What follows belongs to an exercise in optimizing a design on an open flow for small area; a production flow would make more cautious choices. Only simulation tests tie the RTL to the original design; equivalence was not proved. Power is estimated from default activity; no workload was simulated.

## flow/design.v (module list and top-level ports; edited modules follow where they fit)
// module ticket_booking_system: 729 lines
// module tbk_glue: 1070 lines
// module tbk_a2111o_1: 3 lines
// module tbk_a21o_1: 3 lines
// module tbk_a222oi_1: 3 lines
// module tbk_a22o_1: 3 lines
// module tbk_a311oi_1: 3 lines
// module tbk_a32o_1: 3 lines
// module tbk_a32oi_1: 3 lines
// module tbk_and2_0: 3 lines
// module tbk_clkinv_1: 3 lines
// module tbk_nand2_1: 3 lines
// module tbk_nand3_1: 3 lines
// module tbk_nand4_1: 3 lines
// module tbk_nor2_1: 3 lines
// module tbk_o21a_1: 3 lines
// module tbk_o21ai_0: 3 lines
// module tbk_o21bai_1: 3 lines
// module tbk_o221a_1: 3 lines
// module tbk_o22a_1: 3 lines
// module tbk_o22ai_1: 3 lines
// module tbk_or2_0: 3 lines
// module tbk_or3_1: 3 lines
module ticket_booking_system (
    input clk,
    input rst,
    input book,
    input cancel,
    input check,
    input [3:0] seat_type,
    input [4:0] travel_date,
    output reg [7:0] price,
    output reg [7:0] seats_left,
    output reg booking_success,
    output reg cancel_success,
    output reg availability_status
);
  // ...
==> flow/run.sh <==
#!/bin/bash
# synth_recipe.tcl (not shown) runs the flow's synth.tcl, then flattens the netlist and writes it again
# the make line also repeats each setting of config.mk as NAME=value (left out here)
make -C /OpenROAD-flow-scripts/flow DESIGN_CONFIG=/design/flow/config.mk WORK_HOME=/design/flow/orfs CLKGATE_MAP_FILE= SYNTH_SCRIPT=/design/flow/synth_recipe.tcl finish
==> flow/config.mk <==
export PLATFORM = sky130hd
export DESIGN_NAME = ticket_booking_system
export DESIGN_NICKNAME = ticket_booking_system
export VERILOG_FILES = /design/flow/design.v
export SDC_FILE = /design/flow/constraint.sdc
export NUM_CORES = 4
export LEC_CHECK = 0
export CAP_MARGIN = 20
export CORE_MARGIN = 2
export CORE_UTILIZATION = 40
export PLACE_DENSITY = 0.6
export SLEW_MARGIN = 20
export SYNTH_HIERARCHICAL = 1
export SYNTH_MINIMUM_KEEP_SIZE = 0
==> flow/constraint.sdc <==
create_clock -name core_clock -period 8.0 [get_ports {clk}]
set_input_delay 1.6000 -clock core_clock [delete_from_list [all_inputs] [get_ports {clk}]]
set_output_delay 1.6000 -clock core_clock [all_outputs]
set_load 0.01 [all_outputs]
==> flow_summary_export.csv, run 1 <==
group,metric,value,unit
power_and_ir_drop,comb-power,0.234,mW
power_and_ir_drop,power_total,3.98,mW
setup_path,critical_path_capture_point_type,"register",
global_routing,use_met3,3.79,%
worst_hold_path,hold_path_startpoint,"busy",
logic_synthesis,synthesis.area,13200,sq um
setup_path,reg2reg_from,"valid",
sta,max_clock_freq,152,MHz
power_and_ir_drop,peakVddDrop,0.186,mV
global_routing,gr-usage-met1,34.3,%
routing,route.detailed.vias_per_inst,6.42,
logic_synthesis,synth_top_family_by_area,"compound AO/OA/AOI/OAI gates",
sta,min_period_over_period,82.3,%
global_routing,grtUsageMet2,38.0,%
logic_synthesis,synth_edf_count,0,
floorplanning,floorplan.die_area,34400,sq um
cts,htreeDepth,2,
setup_path,setup.worst_path.end,"nvr[2]",
finish,seq_area_share,48.8,%
finish,nonClockInverterCount,37,
finish,post_route_cells_drive_above_1_share,6.00,%
finish,largestRegisters,"mem (336), nvr (7), price (7)",
finish,areaGrowthSynthToFinish,16.3,%
setup_path,critPathKind,"input pin to register",
logic_synthesis,netlist.top_cell.by_area,"sky130_fd_sc_hd__dfxtp_1",
logic_synthesis,syn_area_per_cell,11.2,sq um
routing,num_vias,11100,
outcome,status,"no timing/DRC/antenna violations",
logic_synthesis,post_synthesis_async_set_or_reset_flop_share,5.16,%
finish,register_area,7470,sq um
worst_hold_path,worst_hold_path.endpoint,"busy",
finish,multi_input_area_share,36.3,%
sta,hold_viol,0,
finish,regMostFlops,"mem",
cts,cts_buffers,39,
worst_hold_path,hold_crit_depth,1,
power_and_ir_drop,clock_power,1.78,mW
logic_synthesis,synthSimpleGateAreaFrac,8.81,%
finish,postLayoutCoreUtil,47.2,%
floorplanning,std_cell_rows,66,
cts,tritoncts,"yes",
sta,final-max-slew-violation-count,0,
==> run 2: changes to the inputs <==
--- a/flow/design.v
+++ b/flow/design.v
@@ -90,7 +90,7 @@
     tbk_nor2_1 s46 (.A(blkv_n[7]), .B(pos_n[4]), .Y(sel[46]));
     tbk_nor2_1 s47 (.A(blkv_n[7]), .B(pos_n[5]), .Y(sel[47]));
     wire [15:0] g0;
-    wire [5:0] h0;
+    wire [3:0] h0;
     tbk_a222oi_1 r0_0 (.A1(mem[0]), .A2(sel[0]), .B1(mem[7]), .B2(sel[1]), .C1(mem[14]), .C2(sel[2]), .Y(g0[0]));
     tbk_a222oi_1 r0_1 (.A1(mem[21]), .A2(sel[3]), .B1(mem[28]), .B2(sel[4]), .C1(mem[35]), .C2(sel[5]), .Y(g0[1]));
     tbk_a222oi_1 r0_2 (.A1(mem[42]), .A2(sel[6]), .B1(mem[49]), .B2(sel[7]), .C1(mem[56]), .C2(sel[8]), .Y(g0[2]));
@@ -111,11 +111,9 @@
     tbk_nand4_1 n0_1 (.A(g0[4]), .B(g0[5]), .C(g0[6]), .D(g0[7]), .Y(h0[1]));
     tbk_nand4_1 n0_2 (.A(g0[8]), .B(g0[9]), .C(g0[10]), .D(g0[11]), .Y(h0[2]));
     tbk_nand4_1 n0_3 (.A(g0[12]), .B(g0[13]), .C(g0[14]), .D(g0[15]), .Y(h0[3]));
-    tbk_nor2_1 o0a (.A(h0[0]), .B(h0[1]), .Y(h0[4]));
-    tbk_nor2_1 o0b (.A(h0[2]), .B(h0[3]), .Y(h0[5]));
-    tbk_nand2_1 o0 (.A(h0[4]), .B(h0[5]), .Y(raw[0]));
+    tbk_or4_1 o0 (.A(h0[0]), .B(h0[1]), .C(h0[2]), .D(h0[3]), .X(raw[0]));
     wire [15:0] g1;
-    wire [5:0] h1;
+    wire [3:0] h1;
     tbk_a222oi_1 r1_0 (.A1(mem[1]), .A2(sel[0]), .B1(mem[8]), .B2(sel[1]), .C1(mem[15]), .C2(sel[2]), .Y(g1[0]));
     tbk_a222oi_1 r1_1 (.A1(mem[22]), .A2(sel[3]), .B1(mem[29]), .B2(sel[4]), .C1(mem[36]), .C2(sel[5]), .Y(g1[1]));
     tbk_a222oi_1 r1_2 (.A1(mem[43]), .A2(sel[6]), .B1(mem[50]), .B2(sel[7]), .C1(mem[57]), .C2(sel[8]), .Y(g1[2]));
@@ -136,11 +134,9 @@
     tbk_nand4_1 n1_1 (.A(g1[4]), .B(g1[5]), .C(g1[6]), .D(g1[7]), .Y(h1[1]));
     tbk_nand4_1 n1_2 (.A(g1[8]), .B(g1[9]), .C(g1[10]), .D(g1[11]), .Y(h1[2]));
     tbk_nand4_1 n1_3 (.A(g1[12]), .B(g1[13]), .C(g1[14]), .D(g1[15]), .Y(h1[3]));
-    tbk_nor2_1 o1a (.A(h1[0]), .B(h1[1]), .Y(h1[4]));
-    tbk_nor2_1 o1b (.A(h1[2]), .B(h1[3]), .Y(h1[5]));
-    tbk_nand2_1 o1 (.A(h1[4]), .B(h1[5]), .Y(raw[1]));
+    tbk_or4_1 o1 (.A(h1[0]), .B(h1[1]), .C(h1[2]), .D(h1[3]), .X(raw[1]));
     wire [15:0] g2;
-    wire [5:0] h2;
+    wire [3:0] h2;
     tbk_a222oi_1 r2_0 (.A1(mem[2]), .A2(sel[0]), .B1(mem[9]), .B2(sel[1]), .C1(mem[16]), .C2(sel[2]), .Y(g2[0]));
     tbk_a222oi_1 r2_1 (.A1(mem[23]), .A2(sel[3]), .B1(mem[30]), .B2(sel[4]), .C1(mem[37]), .C2(sel[5]), .Y(g2[1]));
     tbk_a222oi_1 r2_2 (.A1(mem[44]), .A2(sel[6]), .B1(mem[51]), .B2(sel[7]), .C1(mem[58]), .C2(sel[8]), .Y(g2[2]));
@@ -161,11 +157,9 @@
     tbk_nand4_1 n2_1 (.A(g2[4]), .B(g2[5]), .C(g2[6]), .D(g2[7]), .Y(h2[1]));
     tbk_nand4_1 n2_2 (.A(g2[8]), .B(g2[9]), .C(g2[10]), .D(g2[11]), .Y(h2[2]));
     tbk_nand4_1 n2_3 (.A(g2[12]), .B(g2[13]), .C(g2[14]), .D(g2[15]), .Y(h2[3]));
-    tbk_nor2_1 o2a (.A(h2[0]), .B(h2[1]), .Y(h2[4]));
-    tbk_nor2_1 o2b (.A(h2[2]), .B(h2[3]), .Y(h2[5]));
-    tbk_nand2_1 o2 (.A(h2[4]), .B(h2[5]), .Y(raw[2]));
+    tbk_or4_1 o2 (.A(h2[0]), .B(h2[1]), .C(h2[2]), .D(h2[3]), .X(raw[2]));
     wire [15:0] g3;
-    wire [5:0] h3;
+    wire [3:0] h3;
     tbk_a222oi_1 r3_0 (.A1(mem[3]), .A2(sel[0]), .B1(mem[10]), .B2(sel[1]), .C1(mem[17]), .C2(sel[2]), .Y(g3[0]));
     tbk_a222oi_1 r3_1 (.A1(mem[24]), .A2(sel[3]), .B1(mem[31]), .B2(sel[4]), .C1(mem[38]), .C2(sel[5]), .Y(g3[1]));
     tbk_a222oi_1 r3_2 (.A1(mem[45]), .A2(sel[6]), .B1(mem[52]), .B2(sel[7]), .C1(mem[59]), .C2(sel[8]), .Y(g3[2]));
@@ -186,11 +180,9 @@
     tbk_nand4_1 n3_1 (.A(g3[4]), .B(g3[5]), .C(g3[6]), .D(g3[7]), .Y(h3[1]));
     tbk_nand4_1 n3_2 (.A(g3[8]), .B(g3[9]), .C(g3[10]), .D(g3[11]), .Y(h3[2]));
     tbk_nand4_1 n3_3 (.A(g3[12]), .B(g3[13]), .C(g3[14]), .D(g3[15]), .Y(h3[3]));
-    tbk_nor2_1 o3a (.A(h3[0]), .B(h3[1]), .Y(h3[4]));
-    tbk_nor2_1 o3b (.A(h3[2]), .B(h3[3]), .Y(h3[5]));
-    tbk_nand2_1 o3 (.A(h3[4]), .B(h3[5]), .Y(raw[3]));
+    tbk_or4_1 o3 (.A(h3[0]), .B(h3[1]), .C(h3[2]), .D(h3[3]), .X(raw[3]));
     wire [15:0] g4;
-    wire [5:0] h4;
+    wire [3:0] h4;
     tbk_a222oi_1 r4_0 (.A1(mem[4]), .A2(sel[0]), .B1(mem[11]), .B2(sel[1]), .C1(mem[18]), .C2(sel[2]), .Y(g4[0]));
     tbk_a222oi_1 r4_1 (.A1(mem[25]), .A2(sel[3]), .B1(mem[32]), .B2(sel[4]), .C1(mem[39]), .C2(sel[5]), .Y(g4[1]));
     tbk_a222oi_1 r4_2 (.A1(mem[46]), .A2(sel[6]), .B1(mem[53]), .B2(sel[7]), .C1(mem[60]), .C2(sel[8]), .Y(g4[2]));
@@ -211,11 +203,9 @@
     tbk_nand4_1 n4_1 (.A(g4[4]), .B(g4[5]), .C(g4[6]), .D(g4[7]), .Y(h4[1]));
     tbk_nand4_1 n4_2 (.A(g4[8]), .B(g4[9]), .C(g4[10]), .D(g4[11]), .Y(h4[2]));
     tbk_nand4_1 n4_3 (.A(g4[12]), .B(g4[13]), .C(g4[14]), .D(g4[15]), .Y(h4[3]));
-    tbk_nor2_1 o4a (.A(h4[0]), .B(h4[1]), .Y(h4[4]));
-    tbk_nor2_1 o4b (.A(h4[2]), .B(h4[3]), .Y(h4[5]));
-    tbk_nand2_1 o4 (.A(h4[4]), .B(h4[5]), .Y(raw[4]));
+    tbk_or4_1 o4 (.A(h4[0]), .B(h4[1]), .C(h4[2]), .D(h4[3]), .X(raw[4]));
     wire [15:0] g5;
-    wire [5:0] h5;
+    wire [3:0] h5;
     tbk_a222oi_1 r5_0 (.A1(mem[5]), .A2(sel[0]), .B1(mem[12]), .B2(sel[1]), .C1(mem[19]), .C2(sel[2]), .Y(g5[0]));
     tbk_a222oi_1 r5_1 (.A1(mem[26]), .A2(sel[3]), .B1(mem[33]), .B2(sel[4]), .C1(mem[40]), .C2(sel[5]), .Y(g5[1]));
     tbk_a222oi_1 r5_2 (.A1(mem[47]), .A2(sel[6]), .B1(mem[54]), .B2(sel[7]), .C1(mem[61]), .C2(sel[8]), .Y(g5[2]));
@@ -236,11 +226,9 @@
     tbk_nand4_1 n5_1 (.A(g5[4]), .B(g5[5]), .C(g5[6]), .D(g5[7]), .Y(h5[1]));
     tbk_nand4_1 n5_2 (.A(g5[8]), .B(g5[9]), .C(g5[10]), .D(g5[11]), .Y(h5[2]));
     tbk_nand4_1 n5_3 (.A(g5[12]), .B(g5[13]), .C(g5[14]), .D(g5[15]), .Y(h5[3]));
-    tbk_nor2_1 o5a (.A(h5[0]), .B(h5[1]), .Y(h5[4]));
-    tbk_nor2_1 o5b (.A(h5[2]), .B(h5[3]), .Y(h5[5]));
-    tbk_nand2_1 o5 (.A(h5[4]), .B(h5[5]), .Y(raw[5]));
+    tbk_or4_1 o5 (.A(h5[0]), .B(h5[1]), .C(h5[2]), .D(h5[3]), .X(raw[5]));
     wire [15:0] g6;
-    wire [5:0] h6;
+    wire [3:0] h6;
     tbk_a222oi_1 r6_0 (.A1(mem[6]), .A2(sel[0]), .B1(mem[13]), .B2(sel[1]), .C1(mem[20]), .C2(sel[2]), .Y(g6[0]));
     tbk_a222oi_1 r6_1 (.A1(mem[27]), .A2(sel[3]), .B1(mem[34]), .B2(sel[4]), .C1(mem[41]), .C2(sel[5]), .Y(g6[1]));
     tbk_a222oi_1 r6_2 (.A1(mem[48]), .A2(sel[6]), .B1(mem[55]), .B2(sel[7]), .C1(mem[62]), .C2(sel[8]), .Y(g6[2]));
@@ -261,9 +249,7 @@
     tbk_nand4_1 n6_1 (.A(g6[4]), .B(g6[5]), .C(g6[6]), .D(g6[7]), .Y(h6[1]));
     tbk_nand4_1 n6_2 (.A(g6[8]), .B(g6[9]), .C(g6[10]), .D(g6[11]), .Y(h6[2]));
     tbk_nand4_1 n6_3 (.A(g6[12]), .B(g6[13]), .C(g6[14]), .D(g6[15]), .Y(h6[3]));
-    tbk_nor2_1 o6a (.A(h6[0]), .B(h6[1]), .Y(h6[4]));
-    tbk_nor2_1 o6b (.A(h6[2]), .B(h6[3]), .Y(h6[5]));
-    tbk_nand2_1 o6 (.A(h6[4]), .B(h6[5]), .Y(raw[6]));
+    tbk_or4_1 o6 (.A(h6[0]), .B(h6[1]), .C(h6[2]), .D(h6[3]), .X(raw[6]));
     wire [47:0] hold, ensel;
     wire [335:0] mem_d;
     tbk_nor2_1 we0 (.A(wrb_n[0]), .B(wpos_n[0]), .Y(ensel[0]));
@@ -894,906 +880,863 @@
   wire _097_;
   wire _098_;
   wire _099_;
-  wire _100_;
-  wire _101_;
-  wire _102_;
-  wire _103_;
-  wire _104_;
-  wire _105_;
-  wire _106_;
-  wire _107_;
   wire [3:0] A;
   wire [2:0] B;
   wire accept;
   wire [2:0] blk;
+  wire [6:0] cx;
   wire [6:0] enc;
   wire hi_sel;
   wire [7:0] pb;
   wire [2:0] pos;
-  tbk_or2_0 _108_ (
+  tbk_or2_0 _100_ (
     .A(cancel),
     .B(book),
     .X(_000_)
   );
-  tbk_nor2_1 _109_ (
+  tbk_nor2_1 _101_ (
     .A(check),
     .B(_000_),
     .Y(_001_)
   );
-  tbk_nor2_1 _110_ (
+  tbk_nor2_1 _102_ (
     .A(busy),
     .B(_001_),
     .Y(busy_d)
   );
-  tbk_nand3_1 _111_ (
-    .A(raw[3]),
-    .B(raw[4]),
-    .C(raw[6]),
+  tbk_clkinv_1 _103_ (
+    .A(busy_d),
     .Y(_002_)
   );
-  tbk_clkinv_1 _112_ (
-    .A(_002_),
-    .Y(_003_)
+  tbk_a2111o_1 _104_ (
+    .A1(seat_type[1]),
+    .A2(seat_type[0]),
+    .B1(seat_type[3]),
+    .C1(seat_type[2]),
+    .D1(_002_),
+    .X(_003_)
   );
-  tbk_nand2_1 _113_ (
-    .A(raw[5]),
-    .B(raw[6]),
-    .Y(_004_)
+  tbk_or3_1 _105_ (
+    .A(cancel),
+    .B(book),
+    .C(_003_),
+    .X(_004_)
   );
-  tbk_clkinv_1 _114_ (
-    .A(_004_),
+  tbk_clkinv_1 _106_ (
+    .A(travel_date[0]),
     .Y(_005_)
   );
-  tbk_nor2_1 _115_ (
-    .A(_003_),
-    .B(_005_),
+  tbk_clkinv_1 _107_ (
+    .A(raw[5]),
     .Y(_006_)
   );
-  tbk_o22ai_1 _116_ (
-    .A1(raw[0]),
-    .A2(_006_),
-    .B1(raw[3]),
-    .B2(_005_),
+  tbk_nor2_1 _108_ (
+    .A(raw[3]),
+    .B(_006_),
     .Y(_007_)
   );
-  tbk_clkinv_1 _117_ (
-    .A(_007_),
+  tbk_nor2_1 _109_ (
+    .A(_006_),
+    .B(raw[6]),
     .Y(_008_)
   );
-  tbk_clkinv_1 _118_ (
-    .A(raw[6]),
+  tbk_clkinv_1 _110_ (
+    .A(raw[3]),
     .Y(_009_)
   );
-  tbk_o21ai_0 _119_ (
-    .A1(raw[2]),
-    .A2(_009_),
-    .B1(raw[5]),
+  tbk_clkinv_1 _111_ (
+    .A(raw[4]),
     .Y(_010_)
   );
-  tbk_or2_0 _120_ (
-    .A(raw[3]),
-    .B(_004_),
+  tbk_and3b_1 _112_ (
+    .A_N(raw[6]),
+    .B(_009_),
+    .C(_010_),
     .X(_011_)
   );
-  tbk_o21ai_0 _121_ (
-    .A1(raw[0]),
-    .A2(_005_),
-    .B1(_011_),
+  tbk_nor2_1 _113_ (
+    .A(_008_),
+    .B(_011_),
     .Y(_012_)
   );
-  tbk_a21o_1 _122_ (
-    .A1(_003_),
-    .A2(_010_),
-    .B1(_012_),
+  tbk_o32a_1 _114_ (
+    .A1(raw[4]),
+    .A2(_007_),
+    .A3(_012_),
+    .B1(raw[1]),
+    .B2(_008_),
     .X(_013_)
   );
-  tbk_nand2_1 _123_ (
-    .A(travel_date[0]),
-    .B(_013_),
+  tbk_clkinv_1 _115_ (
+    .A(raw[1]),
     .Y(_014_)
   );
-  tbk_o21ai_0 _124_ (
-    .A1(travel_date[0]),
-    .A2(_008_),
-    .B1(_014_),
+  tbk_o22ai_1 _116_ (
+    .A1(_014_),
+    .A2(_012_),
+    .B1(_010_),
+    .B2(_008_),
     .Y(_015_)
   );
-  tbk_clkinv_1 _125_ (
-    .A(travel_date[0]),
+  tbk_o22ai_1 _117_ (
+    .A1(_005_),
+    .A2(_013_),
+    .B1(travel_date[0]),
+    .B2(_015_),
     .Y(_016_)
   );
-  tbk_clkinv_1 _126_ (
-    .A(raw[4]),
+  tbk_clkinv_1 _118_ (
+    .A(_016_),
     .Y(_017_)
   );
-  tbk_o21ai_0 _127_ (
-    .A1(raw[1]),
-    .A2(_003_),
-    .B1(_004_),
+  tbk_clkinv_1 _119_ (
+    .A(sl[1]),
     .Y(_018_)
   );
-  tbk_o21ai_0 _128_ (
-    .A1(_017_),
-    .A2(_011_),
-    .B1(_018_),
+  tbk_nor2_1 _120_ (
+    .A(_000_),
+    .B(_002_),
     .Y(_019_)
   );
-  tbk_o22a_1 _129_ (
-    .A1(raw[1]),
-    .A2(_006_),
-    .B1(raw[4]),
-    .B2(_005_),
-    .X(_020_)
-  );
-  tbk_o22ai_1 _130_ (
-    .A1(_016_),
-    .A2(_019_),
-    .B1(travel_date[0]),
-    .B2(_020_),
-    .Y(_021_)
+  tbk_o22ai_1 _121_ (
+    .A1(_004_),
+    .A2(_017_),
+    .B1(_018_),
+    .B2(_019_),
+    .Y(sl_d[1])
   );
-  tbk_nor2_1 _131_ (
-    .A(_015_),
-    .B(_021_),
+  tbk_o22ai_1 _122_ (
+    .A1(raw[0]),
+    .A2(_012_),
+    .B1(_009_),
+    .B2(_008_),
+    .Y(_020_)
+  );
+  tbk_o21a_1 _123_ (
+    .A1(raw[4]),
+    .A2(raw[2]),
+    .B1(_007_),
+    .X(_021_)
+  );
+  tbk_clkinv_1 _124_ (
+    .A(_012_),
     .Y(_022_)
   );
-  tbk_clkinv_1 _132_ (
-    .A(_022_),
+  tbk_o22ai_1 _125_ (
+    .A1(_012_),
+    .A2(_021_),
+    .B1(raw[0]),
+    .B2(_022_),
     .Y(_023_)
   );
-  tbk_nand2_1 _133_ (
-    .A(raw[2]),
-    .B(_004_),
+  tbk_o22ai_1 _126_ (
+    .A1(travel_date[0]),
+    .A2(_020_),
+    .B1(_005_),
+    .B2(_023_),
     .Y(_024_)
   );
-  tbk_clkinv_1 _134_ (
+  tbk_clkinv_1 _127_ (
     .A(_024_),
     .Y(_025_)
   );
-  tbk_nor2_1 _135_ (
-    .A(_003_),
-    .B(_010_),
+  tbk_clkinv_1 _128_ (
+    .A(sl[0]),
     .Y(_026_)
   );
-  tbk_a32oi_1 _136_ (
-    .A1(travel_date[0]),
-    .A2(_002_),
-    .A3(_025_),
-    .B1(_016_),
-    .B2(_026_),
+  tbk_o22ai_1 _129_ (
+    .A1(_004_),
+    .A2(_025_),
+    .B1(_026_),
+    .B2(_019_),
+    .Y(sl_d[0])
+  );
+  tbk_nor2_1 _130_ (
+    .A(_006_),
+    .B(_011_),
     .Y(_027_)
   );
-  tbk_nand2_1 _137_ (
-    .A(_023_),
+  tbk_nor2_1 _131_ (
+    .A(raw[6]),
     .B(_027_),
     .Y(_028_)
   );
-  tbk_o21a_1 _138_ (
-    .A1(_023_),
-    .A2(_027_),
-    .B1(_028_),
-    .X(_029_)
+  tbk_o22ai_1 _132_ (
+    .A1(_005_),
+    .A2(_022_),
+    .B1(travel_date[0]),
+    .B2(_028_),
+    .Y(_029_)
   );
-  tbk_clkinv_1 _139_ (
-    .A(busy_d),
+  tbk_o21ai_0 _133_ (
+    .A1(raw[6]),
+    .A2(raw[2]),
+    .B1(_027_),
     .Y(_030_)
   );
-  tbk_a2111o_1 _140_ (
-    .A1(seat_type[0]),
-    .A2(seat_type[1]),
-    .B1(seat_type[3]),
-    .C1(seat_type[2]),
-    .D1(_030_),
-    .X(_031_)
+  tbk_nand3_1 _134_ (
+    .A(travel_date[0]),
+    .B(_012_),
+    .C(raw[2]),
+    .Y(_031_)
   );
-  tbk_nor2_1 _141_ (
-    .A(_000_),
-    .B(_031_),
+  tbk_o21ai_0 _135_ (
+    .A1(travel_date[0]),
+    .A2(_030_),
+    .B1(_031_),
     .Y(_032_)
   );
-  tbk_or3_1 _142_ (
-    .A(cancel),
-    .B(book),
-    .C(_030_),
-    .X(_033_)
-  );
-  tbk_a22o_1 _143_ (
-    .A1(_029_),
-    .A2(_032_),
-    .B1(sl[2]),
-    .B2(_033_),
-    .X(sl_d[2])
-  );
-  tbk_clkinv_1 _144_ (
+  tbk_clkinv_1 _136_ (
     .A(_032_),
+    .Y(_033_)
+  );
+  tbk_clkinv_1 _137_ (
+    .A(book),
     .Y(_034_)
   );
-  tbk_and2_0 _145_ (
-    .A(_015_),
-    .B(_021_),
-    .X(_035_)
-  );
-  tbk_nor2_1 _146_ (
-    .A(_022_),
-    .B(_035_),
+  tbk_nand3_1 _138_ (
+    .A(_034_),
+    .B(_016_),
+    .C(_024_),
+    .Y(_035_)
+  );
+  tbk_nand3_1 _139_ (
+    .A(book),
+    .B(_017_),
+    .C(_025_),
     .Y(_036_)
   );
-  tbk_nand2_1 _147_ (
-    .A(sl[1]),
-    .B(_033_),
+  tbk_o22ai_1 _140_ (
+    .A1(_033_),
+    .A2(_035_),
+    .B1(_032_),
+    .B2(_036_),
     .Y(_037_)
   );
-  tbk_o21ai_0 _148_ (
-    .A1(_034_),
-    .A2(_036_),
-    .B1(_037_),
-    .Y(sl_d[1])
-  );
-  tbk_nand2_1 _149_ (
-    .A(sl[0]),
-    .B(_033_),
+  tbk_nand2_1 _141_ (
+    .A(_029_),
+    .B(_037_),
     .Y(_038_)
   );
-  tbk_o21ai_0 _150_ (
-    .A1(_015_),
-    .A2(_034_),
-    .B1(_038_),
-    .Y(sl_d[0])
-  );
-  tbk_nor2_1 _151_ (
-    .A(_016_),
-    .B(_003_),
+  tbk_clkinv_1 _142_ (
+    .A(_003_),
     .Y(_039_)
   );
-  tbk_nor2_1 _152_ (
-    .A(raw[5]),
-    .B(_009_),
+  tbk_nand3_1 _143_ (
+    .A(book),
+    .B(_038_),
+    .C(_039_),
     .Y(_040_)
   );
-  tbk_nor2_1 _153_ (
-    .A(_003_),
-    .B(_040_),
+  tbk_clkinv_1 _144_ (
+    .A(_040_),
     .Y(_041_)
   );
-  tbk_o22ai_1 _154_ (
-    .A1(_016_),
-    .A2(_004_),
-    .B1(_039_),
-    .B2(_041_),
+  tbk_o22ai_1 _145_ (
+    .A1(book),
+    .A2(_017_),
+    .B1(_034_),
+    .B2(_016_),
     .Y(_042_)
   );
-  tbk_nand2_1 _155_ (
-    .A(_023_),
+  tbk_nand2_1 _146_ (
+    .A(_025_),
     .B(_042_),
     .Y(_043_)
   );
-  tbk_o21ai_0 _156_ (
-    .A1(_021_),
+  tbk_o2111a_1 _147_ (
+    .A1(_029_),
     .A2(_043_),
-    .B1(book),
-    .Y(_044_)
+    .B1(cancel),
+    .C1(_034_),
+    .D1(_039_),
+    .X(_044_)
   );
-  tbk_nor2_1 _157_ (
-    .A(_031_),
+  tbk_nor2_1 _148_ (
+    .A(_041_),
     .B(_044_),
     .Y(_045_)
   );
-  tbk_clkinv_1 _158_ (
-    .A(_045_),
-    .Y(_046_)
-  );
-  tbk_clkinv_1 _159_ (
-    .A(_042_),
-    .Y(_047_)
-  );
-  tbk_clkinv_1 _160_ (
-    .A(book),
-    .Y(_048_)
-  );
-  tbk_nand2_1 _161_ (
-    .A(cancel),
-    .B(_048_),
-    .Y(_049_)
-  );
-  tbk_a311oi_1 _162_ (
-    .A1(_027_),
-    .A2(_047_),
-    .A3(_035_),
-    .B1(_031_),
-    .C1(_049_),
-    .Y(_050_)
-  );
-  tbk_nor2_1 _163_ (
-    .A(_045_),
-    .B(_050_),
-    .Y(_051_)
-  );
-  tbk_nand2_1 _164_ (
+  tbk_nand2_1 _149_ (
     .A(price[6]),
-    .B(_051_),
-    .Y(_052_)
+    .B(_045_),
+    .Y(_046_)
   );
-  tbk_o21ai_0 _165_ (
+  tbk_o21ai_0 _150_ (
     .A1(seat_type[0]),
-    .A2(_046_),
-    .B1(_052_),
+    .A2(_040_),
+    .B1(_046_),
     .Y(price_d[6])
   );
-  tbk_nor2_1 _166_ (
-    .A(seat_type[0]),
-    .B(seat_type[1]),
-    .Y(_053_)
+  tbk_nor2_1 _151_ (
+    .A(seat_type[1]),
+    .B(seat_type[0]),
+    .Y(_047_)
   );
-  tbk_a22o_1 _167_ (
+  tbk_a22o_1 _152_ (
     .A1(price[5]),
-    .A2(_051_),
-    .B1(_045_),
-    .B2(_053_),
+    .A2(_045_),
+    .B1(_041_),
+    .B2(_047_),
     .X(price_d[5])
   );
-  tbk_clkinv_1 _168_ (
+  tbk_clkinv_1 _153_ (
     .A(price[4]),
-    .Y(_054_)
+    .Y(_048_)
   );
-  tbk_clkinv_1 _169_ (
-    .A(_051_),
+  tbk_clkinv_1 _154_ (
+    .A(_045_),
     .Y(wr)
   );
-  tbk_nand2_1 _170_ (
+  tbk_nand2_1 _155_ (
     .A(seat_type[0]),
-    .B(_045_),
-    .Y(_055_)
+    .B(_041_),
+    .Y(_049_)
   );
-  tbk_o21ai_0 _171_ (
-    .A1(_054_),
+  tbk_o21ai_0 _156_ (
+    .A1(_048_),
     .A2(wr),
-    .B1(_055_),
+    .B1(_049_),
     .Y(price_d[4])
   );
-  tbk_clkinv_1 _172_ (
+  tbk_clkinv_1 _157_ (
     .A(seat_type[1]),
-    .Y(_056_)
+    .Y(_050_)
   );
-  tbk_nand2_1 _173_ (
+  tbk_nand2_1 _158_ (
     .A(price[3]),
-    .B(_051_),
-    .Y(_057_)
+    .B(_045_),
+    .Y(_051_)
   );
-  tbk_o21ai_0 _174_ (
-    .A1(_056_),
-    .A2(_046_),
-    .B1(_057_),
+  tbk_o21ai_0 _159_ (
+    .A1(_050_),
+    .A2(_040_),
+    .B1(_051_),
     .Y(price_d[3])
   );
-  tbk_nand2_1 _175_ (
+  tbk_nand2_1 _160_ (
     .A(price[2]),
-    .B(_051_),
-    .Y(_058_)
+    .B(_045_),
+    .Y(_052_)
   );
-  tbk_o21ai_0 _176_ (
+  tbk_o21ai_0 _161_ (
     .A1(seat_type[1]),
-    .A2(_046_),
-    .B1(_058_),
+    .A2(_040_),
+    .B1(_052_),
     .Y(price_d[2])
   );
-  tbk_clkinv_1 _177_ (
+  tbk_clkinv_1 _162_ (
     .A(price[1]),
-    .Y(_059_)
+    .Y(_053_)
   );
-  tbk_o21ai_0 _178_ (
-    .A1(_059_),
+  tbk_o21ai_0 _163_ (
+    .A1(_053_),
     .A2(wr),
-    .B1(_055_),
+    .B1(_049_),
     .Y(price_d[1])
   );
-  tbk_clkinv_1 _179_ (
+  tbk_clkinv_1 _164_ (
     .A(pc[1]),
-    .Y(_060_)
+    .Y(_054_)
   );
-  tbk_nand2_1 _180_ (
+  tbk_nand2_1 _165_ (
     .A(pc[1]),
     .B(pc[0]),
-    .Y(_061_)
+    .Y(_055_)
+  );
+  tbk_clkinv_1 _166_ (
+    .A(_019_),
+    .Y(_056_)
   );
-  tbk_nand3_1 _181_ (
-    .A(_051_),
-    .B(_061_),
-    .C(_033_),
+  tbk_nand3_1 _167_ (
+    .A(_045_),
+    .B(_055_),
+    .C(_056_),
     .Y(pc_d[1])
   );
-  tbk_nor2_1 _182_ (
-    .A(_060_),
+  tbk_nor2_1 _168_ (
+    .A(_054_),
     .B(pc_d[1]),
     .Y(pc_d[0])
   );
-  tbk_clkinv_1 _183_ (
+  tbk_clkinv_1 _169_ (
     .A(wblk[0]),
-    .Y(_062_)
+    .Y(_057_)
   );
-  tbk_and2_0 _184_ (
+  tbk_and2_0 _170_ (
     .A(wp),
     .B(wblk[2]),
-    .X(_063_)
+    .X(_058_)
   );
-  tbk_nand3_1 _185_ (
-    .A(_062_),
+  tbk_nand3_1 _171_ (
+    .A(_057_),
     .B(wblk[1]),
-    .C(_063_),
+    .C(_058_),
     .Y(wrb_n[6])
   );
-  tbk_clkinv_1 _186_ (
+  tbk_clkinv_1 _172_ (
     .A(wblk[1]),
-    .Y(_064_)
+    .Y(_059_)
   );
-  tbk_nand3_1 _187_ (
+  tbk_nand3_1 _173_ (
     .A(wblk[0]),
-    .B(_064_),
-    .C(_063_),
+    .B(_059_),
+    .C(_058_),
     .Y(wrb_n[5])
   );
-  tbk_nand3_1 _188_ (
-    .A(_062_),
-    .B(_064_),
-    .C(_063_),
+  tbk_nand3_1 _174_ (
+    .A(_057_),
+    .B(_059_),
+    .C(_058_),
     .Y(wrb_n[4])
   );
-  tbk_clkinv_1 _189_ (
+  tbk_clkinv_1 _175_ (
     .A(wp),
-    .Y(_065_)
+    .Y(_060_)
   );
-  tbk_nor2_1 _190_ (
-    .A(_065_),
+  tbk_nor2_1 _176_ (
+    .A(_060_),
     .B(wblk[2]),
-    .Y(_066_)
+    .Y(_061_)
   );
-  tbk_nand3_1 _191_ (
+  tbk_nand3_1 _177_ (
     .A(wblk[0]),
     .B(wblk[1]),
-    .C(_066_),
+    .C(_061_),
     .Y(wrb_n[3])
   );
-  tbk_nand3_1 _192_ (
-    .A(_062_),
+  tbk_nand3_1 _178_ (
+    .A(_057_),
     .B(wblk[1]),
-    .C(_066_),
+    .C(_061_),
     .Y(wrb_n[2])
   );
-  tbk_nand3_1 _193_ (
+  tbk_nand3_1 _179_ (
     .A(wblk[0]),
-    .B(_064_),
-    .C(_066_),
+    .B(_059_),
+    .C(_061_),
     .Y(wrb_n[1])
   );
-  tbk_nand3_1 _194_ (
-    .A(_062_),
-    .B(_064_),
-    .C(_066_),
+  tbk_nand3_1 _180_ (
+    .A(_057_),
+    .B(_059_),
+    .C(_061_),
     .Y(wrb_n[0])
   );
-  tbk_clkinv_1 _195_ (
+  tbk_o21a_1 _181_ (
+    .A1(_029_),
+    .A2(_037_),
+    .B1(_038_),
+    .X(_062_)
+  );
+  tbk_o22ai_1 _182_ (
+    .A1(_005_),
+    .A2(_062_),
+    .B1(travel_date[0]),
+    .B2(_012_),
+    .Y(_063_)
+  );
+  tbk_nand2_1 _183_ (
+    .A(travel_date[0]),
+    .B(_028_),
+    .Y(_064_)
+  );
+  tbk_o21ai_0 _184_ (
+    .A1(travel_date[0]),
+    .A2(_062_),
+    .B1(_064_),
+    .Y(_065_)
+  );
+  tbk_clkinv_1 _185_ (
+    .A(_065_),
+    .Y(_066_)
+  );
+  tbk_xor2_1 _186_ (
+    .A(_005_),
+    .B(_023_),
+    .X(_067_)
+  );
+  tbk_or2_0 _187_ (
+    .A(_066_),
+    .B(_067_),
+    .X(_068_)
+  );
+  tbk_nand2_1 _188_ (
+    .A(_035_),
+    .B(_036_),
+    .Y(_069_)
+  );
+  tbk_nand2_1 _189_ (
+    .A(_032_),
+    .B(_069_),
+    .Y(_070_)
+  );
+  tbk_o21ai_0 _190_ (
+    .A1(_032_),
+    .A2(_069_),
+    .B1(_070_),
+    .Y(_071_)
+  );
+  tbk_o22ai_1 _191_ (
+    .A1(travel_date[0]),
+    .A2(_071_),
+    .B1(_005_),
+    .B2(_030_),
+    .Y(_072_)
+  );
+  tbk_or2_0 _192_ (
+    .A(_065_),
+    .B(_072_),
+    .X(_073_)
+  );
+  tbk_clkinv_1 _193_ (
+    .A(_063_),
+    .Y(_074_)
+  );
+  tbk_clkinv_1 _194_ (
+    .A(_071_),
+    .Y(_075_)
+  );
+  tbk_o22a_1 _195_ (
+    .A1(_005_),
+    .A2(_075_),
+    .B1(travel_date[0]),
+    .B2(raw[2]),
+    .X(_076_)
+  );
+  tbk_a32o_1 _196_ (
+    .A1(_063_),
+    .A2(_068_),
+    .A3(_073_),
+    .B1(_074_),
+    .B2(_076_),
+    .X(nv[2])
+  );
+  tbk_clkinv_1 _197_ (
     .A(valid),
-    .Y(_067_)
+    .Y(_077_)
   );
-  tbk_nor2_1 _196_ (
-    .A(_067_),
+  tbk_nor2_1 _198_ (
+    .A(_077_),
     .B(travel_date[2]),
-    .Y(_068_)
+    .Y(_078_)
   );
-  tbk_nand3_1 _197_ (
+  tbk_nand3_1 _199_ (
     .A(travel_date[4]),
     .B(travel_date[3]),
-    .C(_068_),
+    .C(_078_),
     .Y(blkv_n[6])
   );
-  tbk_clkinv_1 _198_ (
+  tbk_clkinv_1 _200_ (
     .A(travel_date[3]),
-    .Y(_069_)
+    .Y(_079_)
   );
-  tbk_and2_0 _199_ (
+  tbk_and2_0 _201_ (
     .A(valid),
     .B(travel_date[2]),
-    .X(_070_)
+    .X(_080_)
   );
-  tbk_nand3_1 _200_ (
+  tbk_nand3_1 _202_ (
     .A(travel_date[4]),
-    .B(_069_),
-    .C(_070_),
+    .B(_079_),
+    .C(_080_),
     .Y(blkv_n[5])
   );
-  tbk_nand3_1 _201_ (
+  tbk_nand3_1 _203_ (
     .A(travel_date[4]),
-    .B(_069_),
-    .C(_068_),
+    .B(_079_),
+    .C(_078_),
     .Y(blkv_n[4])
   );
-  tbk_clkinv_1 _202_ (
+  tbk_clkinv_1 _204_ (
     .A(travel_date[4]),
-    .Y(_071_)
+    .Y(_081_)
   );
-  tbk_nand3_1 _203_ (
-    .A(_071_),
+  tbk_nand3_1 _205_ (
+    .A(_081_),
     .B(travel_date[3]),
-    .C(_070_),
+    .C(_080_),
     .Y(blkv_n[3])
   );
-  tbk_nand3_1 _204_ (
-    .A(_071_),
+  tbk_nand3_1 _206_ (
+    .A(_081_),
     .B(travel_date[3]),
-    .C(_068_),
+    .C(_078_),
     .Y(blkv_n[2])
   );
-  tbk_nand3_1 _205_ (
-    .A(_071_),
-    .B(_069_),
-    .C(_070_),
+  tbk_nand3_1 _207_ (
+    .A(_081_),
+    .B(_079_),
+    .C(_080_),
     .Y(blkv_n[1])
   );
-  tbk_nand3_1 _206_ (
-    .A(_071_),
-    .B(_069_),
-    .C(_068_),
+  tbk_nand3_1 _208_ (
+    .A(_081_),
+    .B(_079_),
+    .C(_078_),
     .Y(blkv_n[0])
   );
-  tbk_clkinv_1 _207_ (
+  tbk_clkinv_1 _209_ (
     .A(wpos[1]),
-    .Y(_072_)
+    .Y(_082_)
   );
-  tbk_clkinv_1 _208_ (
+  tbk_clkinv_1 _210_ (
     .A(wpos[0]),
-    .Y(_073_)
+    .Y(_083_)
   );
-  tbk_nand3_1 _209_ (
+  tbk_nand3_1 _211_ (
     .A(wpos[2]),
-    .B(_072_),
-    .C(_073_),
+    .B(_082_),
+    .C(_083_),
     .Y(wpos_n[4])
   );
-  tbk_clkinv_1 _210_ (
+  tbk_clkinv_1 _212_ (
     .A(wpos[2]),
-    .Y(_074_)
+    .Y(_084_)
   );
-  tbk_nand3_1 _211_ (
-    .A(_074_),
+  tbk_nand3_1 _213_ (
+    .A(_084_),
     .B(wpos[0]),
     .C(wpos[1]),
     .Y(wpos_n[3])
   );
-  tbk_nand3_1 _212_ (
-    .A(_074_),
-    .B(_073_),
+  tbk_nand3_1 _214_ (
+    .A(_084_),
+    .B(_083_),
     .C(wpos[1]),
     .Y(wpos_n[2])
   );
-  tbk_nand3_1 _213_ (
-    .A(_074_),
+  tbk_nand3_1 _215_ (
+    .A(_084_),
     .B(wpos[0]),
-    .C(_072_),
+    .C(_082_),
     .Y(wpos_n[1])
   );
-  tbk_nand3_1 _214_ (
-    .A(_074_),
-    .B(_073_),
-    .C(_072_),
+  tbk_nand3_1 _216_ (
+    .A(_084_),
+    .B(_083_),
+    .C(_082_),
     .Y(wpos_n[0])
   );
-  tbk_clkinv_1 _215_ (
+  tbk_clkinv_1 _217_ (
     .A(seat_type[0]),
-    .Y(_075_)
+    .Y(_085_)
   );
-  tbk_clkinv_1 _216_ (
+  tbk_clkinv_1 _218_ (
     .A(travel_date[1]),
-    .Y(_076_)
+    .Y(_086_)
   );
-  tbk_nand3_1 _217_ (
-    .A(_075_),
-    .B(seat_type[1]),
-    .C(_076_),
+  tbk_nand3_1 _219_ (
+    .A(seat_type[1]),
+    .B(_085_),
+    .C(_086_),
     .Y(pos_n[4])
   );
-  tbk_nand3_1 _218_ (
-    .A(seat_type[0]),
-    .B(_056_),
+  tbk_nand3_1 _220_ (
+    .A(_050_),
+    .B(seat_type[0]),
     .C(travel_date[1]),
     .Y(pos_n[3])
   );
-  tbk_nand3_1 _219_ (
-    .A(seat_type[0]),
-    .B(_056_),
-    .C(_076_),
+  tbk_nand3_1 _221_ (
+    .A(_050_),
+    .B(seat_type[0]),
+    .C(_086_),
     .Y(pos_n[2])
   );
-  tbk_nand2_1 _220_ (
+  tbk_nand2_1 _222_ (
     .A(travel_date[1]),
-    .B(_053_),
+    .B(_047_),
     .Y(pos_n[1])
   );
-  tbk_nand2_1 _221_ (
-    .A(_076_),
-    .B(_053_),
+  tbk_nand2_1 _223_ (
+    .A(_086_),
+    .B(_047_),
     .Y(pos_n[0])
   );
-  tbk_o22ai_1 _222_ (
-    .A1(travel_date[0]),
-    .A2(_008_),
-    .B1(_016_),
-    .B2(_007_),
-    .Y(_077_)
-  );
-  tbk_o22ai_1 _223_ (
-    .A1(book),
-    .A2(_035_),
-    .B1(_048_),
-    .B2(_022_),
-    .Y(_078_)
-  );
-  tbk_nor2_1 _224_ (
-    .A(_016_),
-    .B(_078_),
-    .Y(_079_)
-  );
-  tbk_clkinv_1 _225_ (
-    .A(_079_),
-    .Y(_080_)
-  );
-  tbk_nor2_1 _226_ (
-    .A(_029_),
-    .B(_080_),
-    .Y(_081_)
-  );
-  tbk_nand2_1 _227_ (
-    .A(_006_),
-    .B(_081_),
-    .Y(_082_)
-  );
-  tbk_o21ai_0 _228_ (
-    .A1(_006_),
-    .A2(_081_),
-    .B1(_082_),
-    .Y(_083_)
-  );
-  tbk_o21ai_0 _229_ (
-    .A1(travel_date[0]),
-    .A2(_013_),
-    .B1(_014_),
-    .Y(_084_)
-  );
-  tbk_clkinv_1 _230_ (
-    .A(_083_),
-    .Y(_085_)
-  );
-  tbk_or2_0 _231_ (
-    .A(travel_date[0]),
-    .B(_078_),
-    .X(_086_)
-  );
-  tbk_nor2_1 _232_ (
-    .A(_029_),
-    .B(_086_),
-    .Y(_087_)
-  );
-  tbk_nand2_1 _233_ (
-    .A(_041_),
-    .B(_087_),
+  tbk_o21a_1 _224_ (
+    .A1(_025_),
+    .A2(_042_),
+    .B1(_043_),
+    .X(_087_)
+  );
+  tbk_o22ai_1 _225_ (
+    .A1(_005_),
+    .A2(_015_),
+    .B1(travel_date[0]),
+    .B2(_087_),
     .Y(_088_)
   );
-  tbk_o21ai_0 _234_ (
-    .A1(_041_),
+  tbk_o22ai_1 _226_ (
+    .A1(_005_),
     .A2(_087_),
-    .B1(_088_),
+    .B1(travel_date[0]),
+    .B2(_013_),
     .Y(_089_)
   );
-  tbk_or2_0 _235_ (
-    .A(_085_),
-    .B(_089_),
-    .X(_090_)
-  );
-  tbk_o22a_1 _236_ (
-    .A1(_077_),
-    .A2(_083_),
-    .B1(_084_),
+  tbk_nand2_1 _227_ (
+    .A(_063_),
+    .B(_066_),
+    .Y(_090_)
+  );
+  tbk_o22ai_1 _228_ (
+    .A1(_063_),
+    .A2(_088_),
+    .B1(_089_),
     .B2(_090_),
-    .X(nv[3])
-  );
-  tbk_nand2_1 _237_ (
-    .A(_026_),
-    .B(_086_),
-    .Y(_091_)
-  );
-  tbk_o21ai_0 _238_ (
-    .A1(_026_),
-    .A2(_086_),
-    .B1(_091_),
-    .Y(_092_)
-  );
-  tbk_o22ai_1 _239_ (
-    .A1(_024_),
-    .A2(_079_),
-    .B1(_025_),
-    .B2(_080_),
-    .Y(_093_)
-  );
-  tbk_nor2_1 _240_ (
-    .A(_085_),
-    .B(_084_),
-    .Y(_094_)
-  );
-  tbk_nand2_1 _241_ (
-    .A(_089_),
-    .B(_094_),
-    .Y(_095_)
-  );
-  tbk_o221a_1 _242_ (
-    .A1(_090_),
-    .A2(_092_),
-    .B1(_083_),
-    .B2(_093_),
-    .C1(_095_),
-    .X(nv[2])
-  );
-  tbk_nand2_1 _243_ (
-    .A(book),
-    .B(_036_),
-    .Y(_096_)
-  );
-  tbk_o21ai_0 _244_ (
-    .A1(book),
-    .A2(_036_),
-    .B1(_096_),
-    .Y(_097_)
-  );
-  tbk_o22ai_1 _245_ (
-    .A1(_016_),
-    .A2(_097_),
-    .B1(travel_date[0]),
-    .B2(_019_),
-    .Y(_098_)
+    .Y(nv[4])
   );
-  tbk_o22a_1 _246_ (
-    .A1(_016_),
-    .A2(_020_),
-    .B1(travel_date[0]),
-    .B2(_097_),
-    .X(_099_)
+  tbk_xor2_1 _229_ (
+    .A(travel_date[0]),
+    .B(_020_),
+    .X(_091_)
   );
-  tbk_nand2_1 _247_ (
-    .A(_083_),
-    .B(_099_),
-    .Y(_100_)
-  );
-  tbk_o21ai_0 _248_ (
-    .A1(_083_),
-    .A2(_098_),
-    .B1(_100_),
+  tbk_o22ai_1 _230_ (
+    .A1(_067_),
+    .A2(_090_),
+    .B1(_063_),
+    .B2(_091_),
+    .Y(nv[3])
+  );
+  tbk_o22ai_1 _231_ (
+    .A1(_063_),
+    .A2(_089_),
+    .B1(_074_),
+    .B2(_088_),
     .Y(nv[1])
   );
-  tbk_a22o_1 _249_ (
-    .A1(_077_),
-    .A2(_083_),
-    .B1(_085_),
-    .B2(_084_),
+  tbk_o22a_1 _232_ (
+    .A1(_074_),
+    .A2(_091_),
+    .B1(_063_),
+    .B2(_067_),
     .X(nv[0])
   );
-  tbk_clkinv_1 _250_ (
-    .A(_098_),
-    .Y(_101_)
-  );
-  tbk_o22a_1 _251_ (
-    .A1(_083_),
-    .A2(_099_),
-    .B1(_090_),
-    .B2(_101_),
-    .X(nv[4])
-  );
-  tbk_o22a_1 _252_ (
-    .A1(_083_),
-    .A2(_092_),
-    .B1(_095_),
-    .B2(_098_),
-    .X(nv[5])
-  );
-  tbk_or2_0 _253_ (
-    .A(_083_),
+  tbk_nand2_1 _233_ (
+    .A(_063_),
     .B(_089_),
-    .X(nv[6])
+    .Y(_092_)
   );
-  tbk_nand2_1 _254_ (
-    .A(_028_),
-    .B(_047_),
-    .Y(_102_)
+  tbk_o22a_1 _234_ (
+    .A1(_063_),
+    .A2(_072_),
+    .B1(_068_),
+    .B2(_092_),
+    .X(nv[5])
   );
-  tbk_a32o_1 _255_ (
-    .A1(_032_),
-    .A2(_102_),
-    .A3(_043_),
-    .B1(sl[3]),
-    .B2(_033_),
-    .X(sl_d[3])
+  tbk_clkinv_1 _235_ (
+    .A(sl[3]),
+    .Y(_093_)
   );
-  tbk_clkinv_1 _256_ (
+  tbk_o22ai_1 _236_ (
+    .A1(_004_),
+    .A2(_029_),
+    .B1(_093_),
+    .B2(_019_),
+    .Y(sl_d[3])
+  );
+  tbk_clkinv_1 _237_ (
     .A(price[7]),
-    .Y(_103_)
+    .Y(_094_)
   );
-  tbk_o22ai_1 _257_ (
-    .A1(_103_),
-    .A2(wr),
-    .B1(_046_),
-    .B2(_053_),
+  tbk_o22ai_1 _238_ (
+    .A1(_040_),
+    .A2(_047_),
+    .B1(_094_),
+    .B2(wr),
     .Y(price_d[7])
   );
-  tbk_clkinv_1 _258_ (
+  tbk_clkinv_1 _239_ (
     .A(av),
-    .Y(_104_)
+    .Y(_095_)
   );
-  tbk_nor2_1 _259_ (
+  tbk_nor2_1 _240_ (
     .A(pc[1]),
     .B(pc[0]),
-    .Y(_105_)
+    .Y(_096_)
   );
-  tbk_o21ai_0 _260_ (
-    .A1(_104_),
-    .A2(_105_),
-    .B1(_033_),
+  tbk_o21ai_0 _241_ (
+    .A1(_095_),
+    .A2(_096_),
+    .B1(_056_),
     .Y(av_d)
   );
-  tbk_clkinv_1 _261_ (
+  tbk_clkinv_1 _242_ (
     .A(cs),
-    .Y(_106_)
+    .Y(_097_)
   );
-  tbk_o21bai_1 _262_ (
-    .A1(_106_),
-    .A2(_105_),
-    .B1_N(_050_),
+  tbk_o21bai_1 _243_ (
+    .A1(_097_),
+    .A2(_096_),
+    .B1_N(_044_),
     .Y(cs_d)
   );
-  tbk_clkinv_1 _263_ (
+  tbk_clkinv_1 _244_ (
     .A(bs),
-    .Y(_107_)
+    .Y(_098_)
   );
-  tbk_o21ai_0 _264_ (
-    .A1(_107_),
-    .A2(_105_),
-    .B1(_046_),
+  tbk_o21ai_0 _245_ (
+    .A1(_098_),
+    .A2(_096_),
+    .B1(_040_),
     .Y(bs_d)
   );
-  tbk_nand2_1 _265_ (
-    .A(_065_),
-    .B(_067_),
+  tbk_nand2_1 _246_ (
+    .A(_060_),
+    .B(_077_),
     .Y(valid_d)
   );
-  tbk_nand3_1 _266_ (
+  tbk_nand3_1 _247_ (
     .A(wblk[0]),
     .B(wblk[1]),
-    .C(_063_),
+    .C(_058_),
     .Y(wrb_n[7])
   );
-  tbk_nor2_1 _267_ (
-    .A(_065_),
+  tbk_nor2_1 _248_ (
+    .A(_063_),
+    .B(_065_),
+    .Y(nv[6])
+  );
+  tbk_clkinv_1 _249_ (
+    .A(sl[2]),
+    .Y(_099_)
+  );
+  tbk_o22ai_1 _250_ (
+    .A1(_004_),
+    .A2(_033_),
+    .B1(_099_),
+    .B2(_019_),
+    .Y(sl_d[2])
+  );
+  tbk_nor2_1 _251_ (
+    .A(_060_),
     .B(valid),
     .Y(wpinv)
   );
-  tbk_nand3_1 _268_ (
+  tbk_nand3_1 _252_ (
     .A(travel_date[4]),
     .B(travel_date[3]),
-    .C(_070_),
+    .C(_080_),
     .Y(blkv_n[7])
   );
-  tbk_nand3_1 _269_ (
+  tbk_nand3_1 _253_ (
     .A(wpos[2]),
-    .B(_072_),
+    .B(_082_),
     .C(wpos[0]),
     .Y(wpos_n[5])
   );
-  tbk_nand3_1 _270_ (
-    .A(_075_),
-    .B(seat_type[1]),
+  tbk_nand3_1 _254_ (
+    .A(seat_type[1]),
+    .B(_085_),
     .C(travel_date[1]),
     .Y(pos_n[5])
   );
   assign { pb[4], pb[0] } = { pb[1], 1'h0 };
   assign accept = busy_d;
-  assign enc = nv;
-  assign B = raw[2:0];
-  assign A = raw[6:3];
+  assign { enc[5], enc[2], enc[0] } = { nv[5], nv[2], nv[0] };
+  assign { B[2], B[0] } = { raw[2], raw[0] };
+  assign A[2] = raw[5];
+  assign cx = { A[3], raw[5], A[1:0], raw[2], B[1], raw[0] };
   assign hi_sel = travel_date[0];
   assign pos = { seat_type[1:0], travel_date[1] };
   assign blk = travel_date[4:2];
@@ -1801,27 +1744,21 @@
 module tbk_a2111o_1 (input A1, A2, B1, C1, D1, output X);
     assign X = (A1&A2) | (B1) | (C1) | (D1);
 endmodule
-module tbk_a21o_1 (input A1, A2, B1, output X);
-    assign X = (A1&A2) | (B1);
-endmodule
 module tbk_a222oi_1 (input A1, A2, B1, B2, C1, C2, output Y);
     assign Y = (~A1&~B1&~C1) | (~A1&~B1&~C2) | (~A1&~B2&~C1) | (~A2&~B1&~C1) | (~A1&~B2&~C2) | (~A2&~B1&~C2) | (~A2&~B2&~C1) | (~A2&~B2&~C2);
 endmodule
 module tbk_a22o_1 (input A1, A2, B1, B2, output X);
     assign X = (B1&B2) | (A1&A2);
 endmodule
-module tbk_a311oi_1 (input A1, A2, A3, B1, C1, output Y);
-    assign Y = (~A1&~B1&~C1) | (~A2&~B1&~C1) | (~A3&~B1&~C1);
-endmodule
 module tbk_a32o_1 (input A1, A2, A3, B1, B2, output X);
     assign X = (A1&A2&A3) | (B1&B2);
 endmodule
-module tbk_a32oi_1 (input A1, A2, A3, B1, B2, output Y);
-    assign Y = (~A1&~B1) | (~A1&~B2) | (~A2&~B1) | (~A3&~B1) | (~A2&~B2) | (~A3&~B2);
-endmodule
 module tbk_and2_0 (input A, B, output X);
     assign X = (A&B);
 endmodule
+module tbk_and3b_1 (input A_N, B, C, output X);
+    assign X = (~A_N&B&C);
+endmodule
 module tbk_clkinv_1 (input A, output Y);
     assign Y = (~A);
 endmodule
@@ -1837,6 +1774,9 @@
 module tbk_nor2_1 (input A, B, output Y);
     assign Y = (~A&~B);
 endmodule
+module tbk_o2111a_1 (input A1, A2, B1, C1, D1, output X);
+    assign X = (A1&B1&C1&D1) | (A2&B1&C1&D1);
+endmodule
 module tbk_o21a_1 (input A1, A2, B1, output X);
     assign X = (A1&B1) | (A2&B1);
 endmodule
@@ -1846,18 +1786,24 @@
 module tbk_o21bai_1 (input A1, A2, B1_N, output Y);
     assign Y = (~A1&~A2) | (B1_N);
 endmodule
-module tbk_o221a_1 (input A1, A2, B1, B2, C1, output X);
-    assign X = (A1&B1&C1) | (A2&B1&C1) | (A1&B2&C1) | (A2&B2&C1);
-endmodule
 module tbk_o22a_1 (input A1, A2, B1, B2, output X);
     assign X = (A1&B1) | (A2&B1) | (A1&B2) | (A2&B2);
 endmodule
 module tbk_o22ai_1 (input A1, A2, B1, B2, output Y);
     assign Y = (~B1&~B2) | (~A1&~A2);
 endmodule
+module tbk_o32a_1 (input A1, A2, A3, B1, B2, output X);
+    assign X = (A1&B1) | (A1&B2) | (A2&B1) | (A3&B1) | (A2&B2) | (A3&B2);
+endmodule
 module tbk_or2_0 (input A, B, output X);
     assign X = (A) | (B);
 endmodule
 module tbk_or3_1 (input A, B, C, output X);
     assign X = (A) | (B) | (C);
 endmodule
+module tbk_or4_1 (input A, B, C, D, output X);
+    assign X = (A) | (B) | (C) | (D);
+endmodule
+module tbk_xor2_1 (input A, B, output X);
+    assign X = (A&~B) | (~A&B);
+endmodule
--- a/flow/config.mk
+++ b/flow/config.mk
@@ -7,8 +7,11 @@
 export LEC_CHECK = 0
 export CAP_MARGIN = 20
 export CORE_MARGIN = 2
-export CORE_UTILIZATION = 40
-export PLACE_DENSITY = 0.6
+export CORE_UTILIZATION = 55
+export CTS_BUF_LIST = sky130_fd_sc_hd__clkbuf_16
+export CTS_CLUSTER_DIAMETER = 70
+export CTS_CLUSTER_SIZE = 30
+export PLACE_DENSITY = 0.7
 export SLEW_MARGIN = 20
 export SYNTH_HIERARCHICAL = 1
 export SYNTH_MINIMUM_KEEP_SIZE = 0
==> flow_summary_export.csv, run 2 <==
group,metric,value,unit
outcome,status,"no timing/DRC/antenna violations",
finish,nNetsFinal,1225,
logic_synthesis,yosysSeqAreaShare,56.9,%
worst_hold_path,worstHoldPathType,"register to register",
setup_path,regToRegSetupSlack,2.65,ns
global_routing,grt_first_pass_wirelength,60400,um
cts,htreeDepth,1,
sta,min_period_over_period,87.0,%
setup_path,crit_required,8.43,ns
routing,detailedRoute.firstPassIterationCount,10,
cts,post-cts-setup-buffer-count,0,
logic_synthesis,synth_xor_area_share,0.134,%
routing,dr_wl_cell,25.8,um
finish,total_of_fill_cells_in_the_finished_design,1902,
finish,commonest_non_fill_non_tap_cell_in_the_layout,"sky130_fd_sc_hd__dfxtp_1",
logic_synthesis,post_synthesis_adder_cell_area_fraction,0,%
routing,drt_first_iter_violations,2050,
sta,report.final.setup_viol,0,
logic_synthesis,synthSimpleGateAreaFrac,8.28,%
floorplanning,floorplan.initialDensity,55.9,%
power_and_ir_drop,p_clk_share,35.5,%
floorplanning,std_cell_rows,56,
power_and_ir_drop,peakVddDrop,0.191,mV
logic_synthesis,synthesis.area,13100,sq um
global_routing,grt-ovfl-total,0,
logic_synthesis,netlist.top_cell.by_area,"sky130_fd_sc_hd__dfxtp_1",
routing,num_vias,10900,
finish,regMostFlops,"mem",
logic_synthesis,synth.ff_latch_count,368,
setup_path,reg2reg_from,"valid",
power_and_ir_drop,leakagePower,5.39,nW
floorplanning,chipHeight,158,um
logic_synthesis,post_synth_main_area_contributors,"sky130_fd_sc_hd__dfxtp_1, sky130_fd_sc_hd__a22o_1, sky130_fd_sc_hd__a222oi_1",
cts,insertion_delay,0.53,ns
floorplanning,design.portCount,33,
setup_path,critPathArrivalTime,7.39,ns
routing,route.detailed.vias_per_inst,7.04,
routing,detail-route-antenna-nets,0,
finish,post_route_cells_drive_above_1_share,3.69,%
finish,layout.cells.most_common_list,"sky130_fd_sc_hd__dfxtp_1, sky130_fd_sc_hd__a22o_1, sky130_fd_sc_hd__nor2_1, sky130_fd_sc_hd__a222oi_1, sky130_fd_sc_hd__inv_1",
logic_synthesis,multiplexer_share_of_the_synthesized_area,0,%
finish,largestRegisters,"mem (336), nvr (7), price (7)",
power_and_ir_drop,comb_power_share,6.7,%
placement,gp_congestion,0.952,
floorplanning,core,23500,sq um
cts,clock_tree.buffer_depth,3,
sta,period_minus_slack,6.96,ns
global_routing,first_global_vias,10100,
power_and_ir_drop,cell_internal_power,2.54,mW
logic_synthesis,netlist-cell-type-count,26,
sta,setup_total_negative_slack,0,ns
placement,detailedPlacementHpwl,25500,um
cts,clock_slew_seen_by_the_registers_of_the_worst_setup_and_hold_paths,0.10,ns
power_and_ir_drop,netSwitchingFraction,24.2,%
sta,final.setup_skew,0.0182,ns
sta,grt_setup_unrepaired,"false",
logic_synthesis,synth_flop_cell,"sky130_fd_sc_hd__dfxtp_1",
logic_synthesis,syn_area_per_cell,11.3,sq um
sta,slew_headroom,42.2,%
worst_hold_path,hold_crit_depth,1,
logic_synthesis,synth_top_family_by_area,"compound AO/OA/AOI/OAI gates",
power_and_ir_drop,power_per_cell_area,231,nW/um^2
setup_path,cp-start-kind,"input pin",
logic_synthesis,netlist_instances,1157,
sta,final-max-slew-violation-count,0,
setup_path,r2r.worst_path.cells,21,
power_and_ir_drop,sequentialPowerShare,57.8,%
logic_synthesis,share_of_the_synthesized_area_in_compound_gates_ao_oa_aoi_oai,33.2,%
finish,areaGrowthSynthToFinish,10.7,%
routing,remaining_design_rule_violation_count,0,
global_routing,total_grt_usage,31.5,%
cts,post_cts_resize_count,0,
cts,tritoncts,"yes",
logic_synthesis,synth_edf_count,0,
finish,finalInstanceArea,14500,sq um
cts,clkSinkCount,368,
placement,placedCellCount,1510,
cts,clk_root_buffer_cell,"sky130_fd_sc_hd__clkbuf_16",
flow_run,reported_max_cap_violation_count,0,
setup_path,critPathKind,"input pin to register",
finish,final-instance-count-excl-fill,1544,
setup_path,critical_path.startpoint,"seat_type[1]",
logic_synthesis,top_cells_by_count_synth,"sky130_fd_sc_hd__dfxtp_1, sky130_fd_sc_hd__a22o_1, sky130_fd_sc_hd__nor2_1",
worst_hold_path,worst_hold_path.endpoint,"busy",
sta,hold_viol,0,
cts,cts_buffers,18,
setup_path,crit_fanout,10,
floorplanning,floorplan.die_area,25100,sq um
setup_path,critical_path_capture_point_type,"register",
logic_synthesis,yosys_warnings,7,
sta,max_clock_freq,144,MHz
placement,cell_area_reported_after_detailed_placement,13800,sq um
cts,holdBufCountCts,0,
finish,largest_register_ffs,336,
floorplanning,die-width,158,um
placement,numPortBuffers,27,
global_routing,antenna_found_initial,3,
global_routing,grt_max_degree,49,
logic_synthesis,yosys_top_cell_area_share,53.3,%
setup_path,rr_endpoint,"nvr[2]",
power_and_ir_drop,power.net_switching,0.812,mW
sta,slew_at_the_pin_closest_to_its_max_slew_limit,0.864,ns
logic_synthesis,post-synth-top-count-cell,"sky130_fd_sc_hd__dfxtp_1",
routing,total_detailed_routing_wirelength,39900,um
logic_synthesis,post_synthesis_async_set_or_reset_flop_share,5.16,%
worst_hold_path,hold_path_startpoint,"busy",
run 2: worst max path at each step:
stage,to,slack [ns]
global placement,nvr[2],0.99
CTS,nvr[2],1.34
global route,nvr[2],0.74
detailed placement,nvr[2],0.79
floorplan,nvr[2],2.66
finish,nvr[2],1.04
run 2: power groups by stage:
stage / sequential, mW / clock (mW) / combinational [mW]
3_3_place_gp: 1.98 / 0 / 0.215
2_1_floorplan: 1.99 / 0 / 0.0878
6_report: 1.94 / 1.19 / 0.225
4_1_cts: 1.94 / 1.20 / 0.220
5_1_grt: 1.95 / 1.27 / 0.238
3_5_place_dp: 1.98 / 0 / 0.219
run 2: logic make-up (layout without fill, tap and decap cells):
logic type,count (synthesis),count (layout)
simple gates,248,248
buf+inv,47,107
flops,368,368
xor+xnor,2,2
other cells,1,9
compound gates,491,491
run 2: per-stage QoR:
stage | setup slack (ns) | util [%] | hold slack [ns] | total power [mW]
final | 1.04 | 61.9 | 0.439 | 3.36
after detailed placement | 0.787 | 59.0 | 0.428 | 2.20
after floorplan | 2.66 | - | 0.384 | 2.08
after global placement | 0.985 | 59.0 | 0.395 | 2.19
after CTS | 1.34 | 61.8 | 0.441 | 3.36
after global routing | 0.745 | 61.8 | 0.448 | 3.46
run 2: Yosys stat by module, one instance, submodules excluded, a selection:
| module | flip-flops and latches | cells | cell area (sq um) | times used |
|---|---|---|---|---|
| tbk_a2111o_1 | 0 | 1 | 11.3 | 1 |
| tbk_a222oi_1 | 0 | 1 | 10.0 | 112 |
| tbk_a22o_1 | 0 | 1 | 8.76 | 337 |
| tbk_a32o_1 | 0 | 1 | 10.0 | 1 |
| tbk_and2_0 | 0 | 1 | 6.26 | 2 |
| tbk_nand3_1 | 0 | 1 | 5.00 | 31 |
| tbk_nand4_1 | 0 | 1 | 6.26 | 28 |
| tbk_o21bai_1 | 0 | 1 | 7.51 | 1 |
| tbk_o22a_1 | 0 | 1 | 8.76 | 3 |
| tbk_o22ai_1 | 0 | 1 | 6.26 | 20 |
| tbk_or2_0 | 0 | 1 | 6.26 | 3 |
| tbk_or3_1 | 0 | 1 | 6.26 | 1 |
| ticket_booking_system | 368 | 375 | 7510 | 1 |
run 2: per-layer routing:
layer / vias up / global-route usage (%) / routed length, um
met5: - / 1.45 / 40
met4: 2 / 11.2 / 1450
met3: 119 / 6.80 / 4320
met2: 680 / 48.0 / 17500
met1: 5171 / 44.1 / 16600
li1: 4901 / - / -
run 2: final cells by class:
class | instances | area [sq um] | area share (%)
Clock inverter | 10 | 173 | 1.19
Multi-Input combinational cell | 746 | 5480 | 37.7
Tap cell | 319 | 399 | 2.75
Inverter | 42 | 158 | 1.09
Antenna cell | 4 | 10.0 | 0.0689
Sequential cell | 368 | 7470 | 51.4
Timing Repair Buffer | 35 | 330 | 2.27
Clock buffer | 20 | 500 | 3.45
run 2: worst max-delay path, cell delays in order:
cell                              delay, ns
sky130_fd_sc_hd__clkdlybuf4s50_1       0.62
sky130_fd_sc_hd__inv_1                 0.12
sky130_fd_sc_hd__nand3_1               0.57
sky130_fd_sc_hd__nor2_1                0.30
sky130_fd_sc_hd__a222oi_1              0.56
sky130_fd_sc_hd__nand4_1               0.28
sky130_fd_sc_hd__or4_1                 0.55
sky130_fd_sc_hd__inv_1                 0.11
sky130_fd_sc_hd__nor2_1                0.08
sky130_fd_sc_hd__nor2_1                0.36
sky130_fd_sc_hd__inv_1                 0.13
sky130_fd_sc_hd__o22ai_1               0.26
sky130_fd_sc_hd__o22ai_1               0.16
sky130_fd_sc_hd__inv_1                 0.15
sky130_fd_sc_hd__nand3_1               0.12
sky130_fd_sc_hd__o22ai_1               0.23
sky130_fd_sc_hd__nand2_1               0.10
sky130_fd_sc_hd__o21a_1                0.15
sky130_fd_sc_hd__o22ai_1               0.54
sky130_fd_sc_hd__inv_1                 0.17
sky130_fd_sc_hd__a32o_1                0.24

==> static timing again, ports no longer ideal <==
In the flow no input, the clock included, has a driving cell. The finished layouts below were timed again as built, in two steps. Step 1: set_driving_cell puts a clkbuf_16 on clk and a buf_2 on each other input, an assumption about the parent block. Step 2 also shifts input and output timing later by t, the mid clock arrival at the registers, as if the neighbouring blocks saw the same clock. Three values: ideal, step 1, step 2; two values: the first two.
run | shift t [ns] | setup WS [ns] | worst setup path after step 2 | worst slew at a driven data input, ns
run 1 | 0.566 | 1.416 / 1.434 / 0.868 | input to register | 0.03
run 2 | 0.568 | 1.037 / 1.057 / 0.489 | input to register | 0.07
After both steps every run listed still meets setup and hold.
